What follows belongs to an exercise in optimizing a design on an open flow for small area, a short achievable clock period and few clock cycles per item; a production flow would make more cautious choices.
Where RTL was checked, it was by simulation tests only, not by an equivalence proof against the original.

==> violet <==
## collision
module collision(clk, rst, data_in_x, data_in_y, data_in_z, collision_detect, done_valid);
  input clk, rst;
  input signed [9:0] data_in_x, data_in_y, data_in_z;
  output reg collision_detect, done_valid;
  localparam [9:0] NEG = 10'h200;
  function lt10(input [9:0] a, input [9:0] b, input pr);
    reg [9:0] aa, bb;
    reg lt, eq, am, bm;
    integer t;
    begin
      aa = {~a[9], a[8:0]};
      bb = {~b[9], b[8:0]};
      lt = 1'b0; eq = 1'b1;
      for (t = 9; t >= 0; t = t - 1) begin
        lt = lt | (eq & ~aa[t] & bb[t]);
        eq = eq & ~(aa[t] ^ bb[t]);
      end
      am = pr & (a == 10'h200);
      bm = pr & (b == 10'h200);
      lt10 = ~am & (bm | lt);
    end
  endfunction
  function [9:0] sub10(input [9:0] a, input [9:0] b);
    reg [9:0] gg, pp, bb;
    integer t, d;
    begin
      bb = ~b;
      gg = a & bb; pp = a ^ bb;
      gg[0] = gg[0] | pp[0];
      for (d = 1; d < 10; d = d * 2)
        for (t = 9; t >= d; t = t - 1) begin
          gg[t] = gg[t] | (pp[t] & gg[t-d]);
          pp[t] = pp[t] & pp[t-d];
        end
      sub10 = (a ^ bb) ^ {gg[8:0], 1'b1};
    end
  endfunction
  function [11:0] add12(input [11:0] a, input [11:0] b);
    reg [11:0] gg, pp;
    integer t, d;
    begin
      gg = a & b; pp = a ^ b;
      for (d = 1; d < 12; d = d * 2)
        for (t = 11; t >= d; t = t - 1) begin
          gg[t] = gg[t] | (pp[t] & gg[t-d]);
          pp[t] = pp[t] & pp[t-d];
        end
      add12 = (a ^ b) ^ {gg[10:0], 1'b0};
    end
  endfunction
  function [18:0] add19(input [18:0] a, input [18:0] b);
    reg [18:0] gg, pp;
    integer t, d;
    begin
      gg = a & b; pp = a ^ b;
      for (d = 1; d < 19; d = d * 2)
        for (t = 18; t >= d; t = t - 1) begin
          gg[t] = gg[t] | (pp[t] & gg[t-d]);
          pp[t] = pp[t] & pp[t-d];
        end
      add19 = (a ^ b) ^ {gg[17:0], 1'b0};
    end
  endfunction
  function [37:0] csa(input [18:0] a, input [18:0] b, input [18:0] c);
    csa = {a ^ b ^ c, (a & b) | (a & c) | (b & c)};
  endfunction
  reg [29:0] r [0:8];
  reg [3:0] idx;
  reg loading;      
  reg stat_on;      
  integer i;
  always @(posedge clk) begin
    r[0] <= {data_in_z, data_in_y, data_in_x};
    for (i = 1; i < 9; i = i + 1) r[i] <= r[i-1];
  end
  always @(posedge clk) begin
    if (rst) begin
  ...
Settings: LEC_CHECK=0, CAP_MARGIN=20, CORE_MARGIN=2, CORE_UTILIZATION=40, CTS_CLUSTER_DIAMETER=100, CTS_CLUSTER_SIZE=30, SLEW_MARGIN=20; clock period 10.0 ns.
standard.sh (not shown) runs the stock make flow with config.mk's settings and CLKGATE_MAP_FILE= SYNTH_SCRIPT=/design/flow/synth_recipe.tcl, a recipe that flattens the netlist after the stock synthesis.
==> flow/flow/run.sh <==
#!/bin/bash
set -o pipefail
bash standard.sh SETUP_SLACK_MARGIN=6 finish > flow_make.log 2>&1
==> quartz: changes against violet <==
--- a/flow/design.v
+++ b/flow/design.v
@@ -85,16 +85,16 @@
       stat_on <= loading;
     end
   end
   wire [29:0] r0 = r[0];
   wire [29:0] r8 = r[8];
   reg [9:0] amx [0:2], am2 [0:2], bmx [0:2], bm2 [0:2], smx [0:2], sm2 [0:2];
   reg [2:0] ahs, bhs, shs;
-  wire sepx;                  
-  reg sepy, sepz, sepyz;       
+  reg [10:0] ra [0:2];        
+  wire [2:0] sep_comb;
   genvar g;
   generate for (g = 0; g < 3; g = g + 1) begin : st
     wire [9:0] v = r0[10*g +: 10];
     wire [9:0] u = r8[10*g +: 10];
     wire vn = (v == NEG);
     wire un = (u == NEG);
     wire ne = (u != v);
@@ -131,32 +131,26 @@
     end
     wire [11:0] amn = ahs[g] ? 12'hE00 : {{2{am2[g][9]}}, am2[g]};
     wire [11:0] bmn = bhs[g] ? 12'hE00 : {{2{bm2[g][9]}}, bm2[g]};
     wire [11:0] smn = shs[g] ? 12'hE00 : {{2{sm2[g][9]}}, sm2[g]};
     wire [11:0] amx12 = {{2{amx[g][9]}}, amx[g]};
     wire [11:0] bmx12 = {{2{bmx[g][9]}}, bmx[g]};
     wire [11:0] smx12 = {{2{smx[g][9]}}, smx[g]};
-    if (g == 0) begin : sx
-      wire [11:0] q0 = amx12;
-      wire [11:0] q1 = bmx12;
-      wire [11:0] q2 = smn;
-      wire [11:0] q3 = ~amn;
-      wire [11:0] q4 = ~bmn;
-      wire [11:0] q5 = ~smx12;
-      wire [11:0] t0s = q0 ^ q1 ^ q2;
-      wire [11:0] t0c = {((q0[10:0] & q1[10:0]) | (q0[10:0] & q2[10:0]) | (q1[10:0] & q2[10:0])), 1'b1};
-      wire [11:0] t1s = q3 ^ q4 ^ q5;
-      wire [11:0] t1c = {((q3[10:0] & q4[10:0]) | (q3[10:0] & q5[10:0]) | (q4[10:0] & q5[10:0])), 1'b1};
-      wire [11:0] t2s = t0s ^ t0c ^ t1s;
-      wire [11:0] t2c = {((t0s[10:0] & t0c[10:0]) | (t0s[10:0] & t1s[10:0]) | (t0c[10:0] & t1s[10:0])), 1'b1};
-      wire [11:0] t3s = t2s ^ t2c ^ t1c;
-      wire [11:0] t3c = {((t2s[10:0] & t2c[10:0]) | (t2s[10:0] & t1c[10:0]) | (t2c[10:0] & t1c[10:0])), 1'b0};
-      wire [11:0] dsum = add12(t3s, t3c);
-      assign sepx = dsum[11];
-    end
+    wire [11:0] ra_n = amx12 - amn;
+    always @(posedge clk)
+      if (stat_on && idx == 4'd8) ra[g] <= ra_n[10:0];
+    wire [11:0] rb1 = add12(bmx12, ~bmn);
+    wire [11:0] rm1 = add12(smx12, ~smn);
+    wire [11:0] q0 = {1'b0, ra[g]};
+    wire [11:0] q1 = rb1;
+    wire [11:0] q2 = ~rm1;
+    wire [11:0] ts = q0 ^ q1 ^ q2;
+    wire [11:0] tc = {((q0[10:0] & q1[10:0]) | (q0[10:0] & q2[10:0]) | (q1[10:0] & q2[10:0])), 1'b1};
+    wire [11:0] dsum = add12(ts, tc);
+    assign sep_comb[g] = dsum[11];
   end endgenerate
   reg [29:0] ev [0:2], fv [0:2];
   reg [1:0] ph;
   wire [1:0] dk = idx[1:0];
   wire [29:0] rk = (dk == 2'd1) ? r[1] : (dk == 2'd2) ? r[2] : r[3];
   wire [29:0] dd;
   assign dd[9:0]   = sub10(r0[9:0],   rk[9:0]);
@@ -240,33 +234,39 @@
   end
   wire [29:0] e = ({30{sa[0]}} & ev[0]) | ({30{sa[1]}} & ev[1]) | ({30{sa[2]}} & ev[2]);
   wire [29:0] f = ({30{sb_[0]}} & fv[0]) | ({30{sb_[1]}} & fv[1]) | ({30{sb_[2]}} & fv[2]);
   wire [9:0] s1a = ({10{scm[0]}} & e[19:10]) | ({10{scm[1]}} & e[29:20]) | ({10{scm[2]}} & e[9:0]);
   wire [9:0] s1b = ({10{scm[0]}} & f[29:20]) | ({10{scm[1]}} & f[9:0])   | ({10{scm[2]}} & f[19:10]);
   wire [9:0] s2a = ({10{scm[0]}} & f[19:10]) | ({10{scm[1]}} & f[29:20]) | ({10{scm[2]}} & f[9:0]);
   wire [9:0] s2b = ({10{scm[0]}} & e[29:20]) | ({10{scm[1]}} & e[9:0])   | ({10{scm[2]}} & e[19:10]);
-  reg [9:0] o1a, o2a;
-  integer bi;
-  wire [4:0] bl1 = {s1b[7], s1b[5], s1b[3], s1b[1], 1'b0};
-  wire [4:0] bl2 = {s2b[7], s2b[5], s2b[3], s2b[1], 1'b0};
-  reg [4:0] d1one, d1two, d1neg, d2one, d2two, d2neg;    
+  reg [9:0] o1a, o1b, o2a, o2b;
   reg [18:0] ks, kc;
   reg v1, v2;
   reg [3:0] n1, n2;
   reg [1:0] c1, c2;
   localparam [18:0] KB = 19'd350208;
   wire [18:0] B [0:10];
   wire [4:0] ng1, ng2;
   genvar gm, gi;
   generate
     for (gm = 0; gm < 5; gm = gm + 1) begin : bo
-      wire one1 = d1one[gm], two1 = d1two[gm];
-      wire one2 = d2one[gm], two2 = d2two[gm];
-      assign ng1[gm] = d1neg[gm];
-      assign ng2[gm] = d2neg[gm];
+      wire p2 = o1b[2*gm+1], p1 = o1b[2*gm];
+      wire q2 = o2b[2*gm+1], q1 = o2b[2*gm];
+      wire p0, q0;
+      if (gm == 0) begin : lsb
+        assign p0 = 1'b0; assign q0 = 1'b0;
+      end else begin : mid
+        assign p0 = o1b[2*gm-1]; assign q0 = o2b[2*gm-1];
+      end
+      wire one1 = p1 ^ p0;
+      wire two1 = (p2 & ~p1 & ~p0) | (~p2 & p1 & p0);
+      wire one2 = q1 ^ q0;
+      wire two2 = (q2 & ~q1 & ~q0) | (~q2 & q1 & q0);
+      assign ng1[gm] = p2;
+      assign ng2[gm] = ~q2;
       wire [10:0] ae = {o1a[9], o1a};
       wire [10:0] ce = {o2a[9], o2a};
       wire [10:0] x1, x2;
       for (gi = 0; gi < 11; gi = gi + 1) begin : bb
         wire m1, m2;
         if (gi == 0) begin : b0
           assign m1 = one1 & ae[0];
@@ -331,48 +331,37 @@
     begin : c5l
       wire [37:0] x = csa(L4[0], L4[1], L4[2]);
       assign L5[0] = x[37:19];
       assign L5[1] = {x[17:0], 1'b0};
     end
   endgenerate
   always @(posedge clk) begin
-    o1a <= s1a; o2a <= s2a;
-    for (bi = 0; bi < 5; bi = bi + 1) begin
-      d1one[bi] <= s1b[2*bi] ^ bl1[bi];
-      d1two[bi] <= (s1b[2*bi+1] & ~s1b[2*bi] & ~bl1[bi]) | (~s1b[2*bi+1] & s1b[2*bi] & bl1[bi]);
-      d1neg[bi] <= s1b[2*bi+1];
-      d2one[bi] <= s2b[2*bi] ^ bl2[bi];
-      d2two[bi] <= (s2b[2*bi+1] & ~s2b[2*bi] & ~bl2[bi]) | (~s2b[2*bi+1] & s2b[2*bi] & bl2[bi]);
-      d2neg[bi] <= ~s2b[2*bi+1];
-    end
+    o1a <= s1a; o1b <= s1b; o2a <= s2a; o2b <= s2b;
     n1 <= n0; c1 <= c0;
     ks <= L5[0];
     kc <= L5[1];
     n2 <= n1; c2 <= c1;
   end
   wire [18:0] k = add19(ks, kc);
   wire kz = (k == 19'd0);
   wire kfast = (k[18:16] == 3'b000) || (k[18:16] == 3'b111);
-  reg statfin, statfin2, sepx_r, finished, sepany_r, cdone_r;
-  wire sepany = (statfin2 && sepx_r && fast_use[0]) || (sepyz && ((sepy && fast_use[1]) || (sepz && fast_use[2])));
+  reg statfin, finished, sepany_r, cdone_r;
+  wire sepany = statfin && ((sep_comb & fast_use) != 3'd0);
   wire cross_done = (xcnt == 4'd9) && need_y == 9'd0 && need_z == 9'd0 && !v0 && !v1 && !v2;
   reg kneg;                   
   function [9:0] sel3(input [1:0] c, input [29:0] a);
     sel3 = (c == 2'd0) ? a[9:0] : (c == 2'd1) ? a[19:10] : a[29:20];
   endfunction
-  reg [2:0] yz;
-  wire [1:0] cs = (st_s == 4'd0) ? ((yz < 3'd3) ? 2'd1 : 2'd2) : sc;
-  wire kng = kneg & (st_s != 4'd0);
-  wire [2:0] hsel = {shs[cs], bhs[cs], ahs[cs]};
-  wire [9:0] xa = (kng & hsel[0]) ? NEG : sel3(cs, {amx[2], amx[1], amx[0]});
-  wire [9:0] xb = (kng & hsel[1]) ? NEG : sel3(cs, {bmx[2], bmx[1], bmx[0]});
-  wire [9:0] xc = (kng & hsel[2]) ? NEG : sel3(cs, {smx[2], smx[1], smx[0]});
-  wire [9:0] na_ = (~kng & hsel[0]) ? NEG : sel3(cs, {am2[2], am2[1], am2[0]});
-  wire [9:0] nb_ = (~kng & hsel[1]) ? NEG : sel3(cs, {bm2[2], bm2[1], bm2[0]});
-  wire [9:0] nc_ = (~kng & hsel[2]) ? NEG : sel3(cs, {sm2[2], sm2[1], sm2[0]});
+  wire [2:0] hsel = {shs[sc], bhs[sc], ahs[sc]};
+  wire [9:0] xa = (kneg & hsel[0]) ? NEG : sel3(sc, {amx[2], amx[1], amx[0]});
+  wire [9:0] xb = (kneg & hsel[1]) ? NEG : sel3(sc, {bmx[2], bmx[1], bmx[0]});
+  wire [9:0] xc = (kneg & hsel[2]) ? NEG : sel3(sc, {smx[2], smx[1], smx[0]});
+  wire [9:0] na_ = (~kneg & hsel[0]) ? NEG : sel3(sc, {am2[2], am2[1], am2[0]});
+  wire [9:0] nb_ = (~kneg & hsel[1]) ? NEG : sel3(sc, {bm2[2], bm2[1], bm2[0]});
+  wire [9:0] nc_ = (~kneg & hsel[2]) ? NEG : sel3(sc, {sm2[2], sm2[1], sm2[0]});
   wire [11:0] xa12 = {{2{xa[9]}}, xa};
   wire [11:0] xb12 = {{2{xb[9]}}, xb};
   wire [11:0] xc12 = {{2{xc[9]}}, xc};
   wire [11:0] na12 = {{2{na_[9]}}, na_};
   wire [11:0] nb12 = {{2{nb_[9]}}, nb_};
   wire [11:0] nc12 = {{2{nc_[9]}}, nc_};
   reg [18:0] sh;
@@ -384,21 +373,20 @@
   wire [12:0] na = acca + (sb ? {1'b0, xr} : 13'd0);
   wire [12:0] nb = accb + (sb ? {1'b0, yr} : 13'd0);
   always @(posedge clk) begin
     v0 <= iss;
     v1 <= v0;
     v2 <= v1;
     sepany_r <= sepany;
-    sepx_r <= sepx;
     cdone_r <= cross_done;
     if (rst) begin
       xcnt <= 4'd0; need_y <= 9'd0; need_z <= 9'd0; fast_use <= 3'd0; big <= 9'd0;
-      v0 <= 1'b0; v1 <= 1'b0; v2 <= 1'b0; statfin <= 1'b0; statfin2 <= 1'b0; finished <= 1'b0;
+      v0 <= 1'b0; v1 <= 1'b0; v2 <= 1'b0; statfin <= 1'b0; finished <= 1'b0;
       done_valid <= 1'b0; collision_detect <= 1'b0; st_s <= 4'd0;
-      sepany_r <= 1'b0; cdone_r <= 1'b0; yz <= 3'd1; sepyz <= 1'b0;
+      sepany_r <= 1'b0; cdone_r <= 1'b0;
     end else begin
       done_valid <= 1'b0;
       if (done_valid) finished <= 1'b1;
       if (ld_ef && dd[9:0] != 10'd0 && !(idx[3] && dk == 2'd1)) fast_use[0] <= 1'b1;
       if (st_s == 4'd0) begin
         if (x_go) xcnt <= xcnt + 4'd1;
         else if (need_y != 9'd0) need_y[ny] <= 1'b0;
@@ -408,34 +396,18 @@
         if (kz) begin
           if (c2 == 2'd0) need_y[n2] <= 1'b1;
           else if (c2 == 2'd1) need_z[n2] <= 1'b1;
         end else if (kfast) fast_use[c2] <= 1'b1;
         else big[n2] <= 1'b1;
       end
       if (idx == 4'd15 && stat_on) statfin <= 1'b1;
-      statfin2 <= statfin;
       case (st_s)
         4'd0: begin
-          if (statfin && !sepyz) begin
-            if (yz == 3'd1 || yz == 3'd3) begin
-              xr <= xa12 - na12;
-              yr <= xc12 - nc12;
-              acca <= {1'b0, xb12 - nb12};
-            end else begin
-              xr <= xr + acca[11:0];
-            end
-            if (yz == 3'd3) sepy <= (xr < yr);
-            if (yz == 3'd5) begin
-              sepz <= (xr < yr);
-              sepyz <= 1'b1;
-            end
-            yz <= yz + 3'd1;
-          end
           collision_detect <= !sepany;
-          if (!finished && !done_valid && (sepany || (sepyz && cross_done && big == 9'd0)))
+          if (!finished && !done_valid && statfin && (sepany || (cross_done && big == 9'd0)))
             done_valid <= 1'b1;
           if (!finished && !done_valid && cdone_r && !sepany_r && big != 9'd0) begin
             st_s <= 4'd1; sn <= low9(big); sc <= 2'd0;
           end
         end
         4'd1: st_s <= 4'd2;                      
         4'd2: st_s <= 4'd3;                      
@@ -446,19 +418,22 @@
           end else begin
             sh <= k; neg <= k[18]; kneg <= (k == 19'h40000); st_s <= 4'd5;
           end
         end
         4'd5: begin                              
           xr <= xa12 - na12;
           yr <= xc12 - nc12;
-          acca <= {1'b0, xb12 - nb12};
           st_s <= 4'd6;
         end
         4'd6: begin
-          xr <= xr + acca[11:0];
+          xr <= xr + xb12;
+          st_s <= 4'd11;
+        end
+        4'd11: begin
+          xr <= xr - nb12;
           acca <= 13'd0; accb <= 13'd0; bc <= 5'd0; seen <= 1'b0; lt <= 1'b0;
           st_s <= 4'd7;
         end
         4'd7: begin                              
           acca <= na >> 1;
           accb <= nb >> 1;
           sh <= sh >> 1;
==> flow/run.sh (new file) <==
#!/bin/bash
# synth_recipe.tcl (not shown) runs the flow's synth.tcl, then flattens the netlist and writes it again
# the make line also repeats each setting of config.mk as NAME=value (left out here)
make -C /OpenROAD-flow-scripts/flow DESIGN_CONFIG=/design/flow/config.mk WORK_HOME=/design/flow/orfs CLKGATE_MAP_FILE= SYNTH_SCRIPT=/design/flow/synth_recipe.tcl finish
==> flow/config.mk (replaced) <==
export PLATFORM = sky130hd
export DESIGN_NAME = collision
export DESIGN_NICKNAME = collision
export VERILOG_FILES = /design/flow/design.v
export SDC_FILE = /design/flow/constraint.sdc
export NUM_CORES = 4
export LEC_CHECK = 0
export CAP_MARGIN = 20
export CORE_MARGIN = 2
export CORE_UTILIZATION = 40
export SETUP_SLACK_MARGIN = 5
export SLEW_MARGIN = 20
removed: flow/flow/run.sh
removed: flow/standard.sh
==> ember: changes against violet <==
==> flow/flow/run.sh (replaced) <==
#!/bin/bash
set -o pipefail
bash standard.sh SETUP_SLACK_MARGIN=6.4 finish > flow_make.log 2>&1
==> flow/config.mk (replaced) <==
export PLATFORM = sky130hd
export DESIGN_NAME = collision
export DESIGN_NICKNAME = collision
export VERILOG_FILES = /design/flow/design.v
export SDC_FILE = /design/flow/constraint.sdc
export NUM_CORES = 4
export LEC_CHECK = 0
export CAP_MARGIN = 20
export CORE_MARGIN = 2
export CORE_UTILIZATION = 40
export SLEW_MARGIN = 20
==> delta: changes against violet <==
--- a/flow/design.v
+++ b/flow/design.v
@@ -17,29 +17,14 @@
         eq = eq & ~(aa[t] ^ bb[t]);
       end
       am = pr & (a == 10'h200);
       bm = pr & (b == 10'h200);
       lt10 = ~am & (bm | lt);
     end
   endfunction
-  function [9:0] sub10(input [9:0] a, input [9:0] b);
-    reg [9:0] gg, pp, bb;
-    integer t, d;
-    begin
-      bb = ~b;
-      gg = a & bb; pp = a ^ bb;
-      gg[0] = gg[0] | pp[0];
-      for (d = 1; d < 10; d = d * 2)
-        for (t = 9; t >= d; t = t - 1) begin
-          gg[t] = gg[t] | (pp[t] & gg[t-d]);
-          pp[t] = pp[t] & pp[t-d];
-        end
-      sub10 = (a ^ bb) ^ {gg[8:0], 1'b1};
-    end
-  endfunction
   function [11:0] add12(input [11:0] a, input [11:0] b);
     reg [11:0] gg, pp;
     integer t, d;
     begin
       gg = a & b; pp = a ^ b;
       for (d = 1; d < 12; d = d * 2)
         for (t = 11; t >= d; t = t - 1) begin
@@ -154,18 +139,18 @@
       assign sepx = dsum[11];
     end
   end endgenerate
   reg [29:0] ev [0:2], fv [0:2];
   reg [1:0] ph;
   wire [1:0] dk = idx[1:0];
   wire [29:0] rk = (dk == 2'd1) ? r[1] : (dk == 2'd2) ? r[2] : r[3];
-  wire [29:0] dd;
-  assign dd[9:0]   = sub10(r0[9:0],   rk[9:0]);
-  assign dd[19:10] = sub10(r0[19:10], rk[19:10]);
-  assign dd[29:20] = sub10(r0[29:20], rk[29:20]);
+  wire [29:0] dd;    
+  assign dd[9:0] = r0[9:0] - rk[9:0];
+  assign dd[19:10] = r0[19:10] - rk[19:10];
+  assign dd[29:20] = r0[29:20] - rk[29:20];
   wire ld_ef = stat_on && (idx[2] == 1'b0) && (dk != 2'd0);
   always @(posedge clk) begin
     ev[0] <= (ld_ef && !idx[3]) ? dd : ev[2];
     ev[1] <= ev[0];
     ev[2] <= ev[1];
     fv[0] <= (ld_ef && idx[3]) ? dd : fv[2];
     fv[1] <= fv[0];
==> flow/config.mk (replaced) <==
export PLATFORM = sky130hd
export DESIGN_NAME = collision
export DESIGN_NICKNAME = collision
export VERILOG_FILES = /design/flow/design.v
export SDC_FILE = /design/flow/constraint.sdc
export NUM_CORES = 4
export LEC_CHECK = 0
export CAP_MARGIN = 20
export CORE_MARGIN = 2
export CORE_UTILIZATION = 40
export CTS_CLUSTER_DIAMETER = 90
export CTS_CLUSTER_SIZE = 26
export SLEW_MARGIN = 20
==> comparison table <==
item                                                                  quartz             delta             ember            violet
Hold path startpoint                                         r[7][9]$_DFF_P_     n1[2]$_DFF_P_  r[6][26]$_DFF_P_     n1[2]$_DFF_P_
PostCTS Resize Cnt                                                        31               117               287               138
NumNets Final                                                           5940              4999              5231              5084
Outcome                                             timing/DRC/antenna clean  timing/DRC/antenna clean  timing/DRC/antenna clean  timing/DRC/antenna clean
Antenna Diode Count                                                        4                 1                 1                 0
Worst EP arrival                                                     5.63 ns           4.48 ns           4.72 ns           4.57 ns
Post-synthesis xor/xnor area fraction                                  3.15%             4.45%             4.53%             4.53%
Worst reg2reg path endpoint                            done_valid$_SDFF_PP0_  yr[10]$_DFFE_PP_    sepx_r$_DFF_P_  sa[0]$_SDFF_PN1_
Buf+Inv Stages, Crit Path                                                  3                 4                 0                 4
Fraction of area in multi-input gates                                  48.2%             46.0%             45.0%             46.7%
Share of post-route cells with drive strength above 1                  8.22%             10.5%             18.0%             10.8%
Part of the Yosys area used for sequential elements                    41.3%             45.3%             45.0%             45.0%
Detailed-router iteration count before antenna repair                     10                 6                 8                 8
Vias per cell                                                           5.72              5.56              5.66              5.60
Testbench counts of violet, summed over its fixed seeds: cycles 4,254, items 192.
Testbench counts of ember, summed over its fixed seeds: cycles 4,254, items 192.
Testbench counts of delta, summed over its fixed seeds: cycles 4,254, items 192.
No functional check of the RTL was part of quartz.

-- what the ideal ports hide --
No port has a modelled driver above. Below, the same layouts with a new extraction and two added sets of constraints. Step 1, drivers: a clkbuf_16 drives clk and a buf_2 each remaining input, both assumed. Step 2 also shifts input and output timing later by t, the mid clock arrival at the registers, as if the neighbouring blocks saw the same clock. Three values: no drivers, after step 1, after step 2; two values: the first two.
| run | shift t [ns] | setup slack, ns | worst data-port slew with drivers (ns) |
|---|---|---|---|
| violet | 0.713 | 5.944 / 5.944 / 5.944 | 0.03 |
| quartz | 0.770 | 4.992 / 4.992 / 4.992 | 0.04 |
| ember | 0.741 | 5.842 / 5.842 / 5.842 | 0.04 |
| delta | 0.710 | 5.922 / 5.922 / 5.735 | 0.04 |
After both steps setup and hold are still met in every run listed. The setup slack of delta, which loses most, moves by 0.000 ns with the drivers and by -0.187 ns with both steps.
